Context: an optimization exercise on an open-source flow, tuned for small area, a short achievable clock period and few clock cycles per item. The choices shown serve that exercise and are no tape-out recipe.

== green ==
## collision
module collision(clk, rst, data_in_x, data_in_y, data_in_z, collision_detect, done_valid);
clock: 10.0 ns
lec_check: 0
cap_margin: 20
core_margin: 2
core_utilization: 40
setup_slack_margin: 5
slew_margin: 20
run.sh (not shown) runs the stock make flow with config.mk's settings and CLKGATE_MAP_FILE= SYNTH_SCRIPT=/design/flow/synth_recipe.tcl, a recipe that flattens the netlist after the stock synthesis.
green ran to completion and came out clean on the timing, DRC and antenna checks.
> inputs changed (green -> red)
--- a/flow/design.v
+++ b/flow/design.v
@@ -146,35 +146,29 @@
     wire [11:0] t1c = {((q3[10:0] & q4[10:0]) | (q3[10:0] & q5[10:0]) | (q4[10:0] & q5[10:0])), 1'b1};
     wire [11:0] t2s = t0s ^ t0c ^ t1s;
     wire [11:0] t2c = {((t0s[10:0] & t0c[10:0]) | (t0s[10:0] & t1s[10:0]) | (t0c[10:0] & t1s[10:0])), 1'b1};
     wire [11:0] t3s = t2s ^ t2c ^ t1c;
     wire [11:0] t3c = {((t2s[10:0] & t2c[10:0]) | (t2s[10:0] & t1c[10:0]) | (t2c[10:0] & t1c[10:0])), 1'b0};
     wire [11:0] dsum = add12(t3s, t3c);
     assign sep_comb[g] = dsum[11];
   end endgenerate
   reg [29:0] ev [0:2], fv [0:2];
-  reg [1:0] ph;
   wire [1:0] dk = idx[1:0];
   wire [29:0] rk = (dk == 2'd1) ? r[1] : (dk == 2'd2) ? r[2] : r[3];
   wire [29:0] dd;
   assign dd[9:0]   = sub10(r0[9:0],   rk[9:0]);
   assign dd[19:10] = sub10(r0[19:10], rk[19:10]);
   assign dd[29:20] = sub10(r0[29:20], rk[29:20]);
   wire ld_ef = stat_on && (idx[2] == 1'b0) && (dk != 2'd0);
   always @(posedge clk) begin
-    ev[0] <= (ld_ef && !idx[3]) ? dd : ev[2];
-    ev[1] <= ev[0];
-    ev[2] <= ev[1];
-    fv[0] <= (ld_ef && idx[3]) ? dd : fv[2];
-    fv[1] <= fv[0];
-    fv[2] <= fv[1];
-    if (rst) ph <= 2'd1;
-    else ph <= (ph == 2'd2) ? 2'd0 : ph + 2'd1;
+    if (ld_ef) begin
+      if (!idx[3]) ev[dk-2'd1] <= dd; else fv[dk-2'd1] <= dd;
+    end
   end
   reg [3:0] xcnt;             
   reg [8:0] need_y, need_z;   
   reg [2:0] fast_use;         
   reg [8:0] big;              
   reg [3:0] st_s;             
   reg [3:0] sn;               
   reg [1:0] sc;               
   function [3:0] low9(input [8:0] m);
@@ -202,42 +196,29 @@
       end else if (need_z != 9'd0) begin
         iss = 1'b1; in_n = nz; in_c = 2'd2;
       end
     end
   end
   reg [2:0] sa, sb_, scm;     
   reg v0;
   reg [3:0] n0;
   reg [1:0] c0;
-  reg [1:0] am3, bm3;         
-  always @(*) begin
+  always @(posedge clk) begin
     case (in_n)
-      4'd0, 4'd3, 4'd6: am3 = 2'd1;
-      4'd1, 4'd4, 4'd7: am3 = 2'd2;
-      default:          am3 = 2'd0;
+      4'd0, 4'd3, 4'd6: sa <= 3'b001;
+      4'd1, 4'd4, 4'd7: sa <= 3'b010;
+      default:          sa <= 3'b100;
     endcase
     case (in_n)
-      4'd0, 4'd1, 4'd2: bm3 = 2'd1;
-      4'd3, 4'd4, 4'd5: bm3 = 2'd2;
-      default:          bm3 = 2'd0;
+      4'd0, 4'd1, 4'd2: sb_ <= 3'b001;
+      4'd3, 4'd4, 4'd5: sb_ <= 3'b010;
+      default:          sb_ <= 3'b100;
     endcase
-  end
-  function [2:0] pos3(input [1:0] p, input [1:0] off, input [1:0] m);
-    reg [3:0] t;
-    begin
-      t = {2'd0, p} + {2'd0, off} + 4'd3 - {2'd0, m};
-      t = (t >= 4'd6) ? t - 4'd6 : (t >= 4'd3) ? t - 4'd3 : t;
-      pos3 = (t == 4'd0) ? 3'b001 : (t == 4'd1) ? 3'b010 : 3'b100;
-    end
-  endfunction
-  always @(posedge clk) begin
-    sa <= pos3(ph, 2'd1, am3);
-    sb_ <= pos3(ph, 2'd2, bm3);
     scm <= (in_c == 2'd0) ? 3'b001 : (in_c == 2'd1) ? 3'b010 : 3'b100;
     n0 <= in_n; c0 <= in_c;
   end
   wire [29:0] e = ({30{sa[0]}} & ev[0]) | ({30{sa[1]}} & ev[1]) | ({30{sa[2]}} & ev[2]);
   wire [29:0] f = ({30{sb_[0]}} & fv[0]) | ({30{sb_[1]}} & fv[1]) | ({30{sb_[2]}} & fv[2]);
   wire [9:0] s1a = ({10{scm[0]}} & e[19:10]) | ({10{scm[1]}} & e[29:20]) | ({10{scm[2]}} & e[9:0]);
   wire [9:0] s1b = ({10{scm[0]}} & f[29:20]) | ({10{scm[1]}} & f[9:0])   | ({10{scm[2]}} & f[19:10]);
   wire [9:0] s2a = ({10{scm[0]}} & f[19:10]) | ({10{scm[1]}} & f[29:20]) | ({10{scm[2]}} & f[9:0]);
   wire [9:0] s2b = ({10{scm[0]}} & e[29:20]) | ({10{scm[1]}} & e[9:0])   | ({10{scm[2]}} & e[19:10]);
--- outcome ---
- red vs green on number of buffers inserted during clock tree synthesis: red is the lower one.
- Cmp red and green / synthesis-to-finish area growth / lower: green
- Minimum setup slack in the final design (red over green): increase, 0.087 ns
- Time the final worst path needs with I/O delays and setup (lower): red
- Post-synthesis instance area up 1.3% in red wrt green
- On hold slack: between red and green, it ends up higher for green.
- Maximum fanout along the worst path in red is 34 below green.
No functional check of the RTL was part of any run of this note.

==> what the ideal ports hide <==
The flow's constraints put no driver on any port. The routed layouts listed below were extracted and timed again, unchanged, in two steps.
Step 1 assumes that a clkbuf_16 drives the clock port and a buf_2 every other input.
Step 2 also shifts input and output timing later by t, the mid clock arrival at the registers, as if the neighbouring blocks saw the same clock.
Slacks: no drivers / after step 1 / after step 2; pairs: no drivers / after step 1.
run | shift t [ns] | setup WS [ns] | hold slack, ns | worst setup path at the end | slew at the worst register clock pin (ns)
green | 0.751 | 5.108 / 5.108 / 5.108 | 0.319 / 0.319 / 0.319 | register to register | 0.07 / 0.07
red | 0.780 | 5.195 / 5.195 / 5.195 | 0.315 / 0.315 / 0.315 | register to register | 0.07 / 0.07
After both steps setup and hold are still met in every run listed.
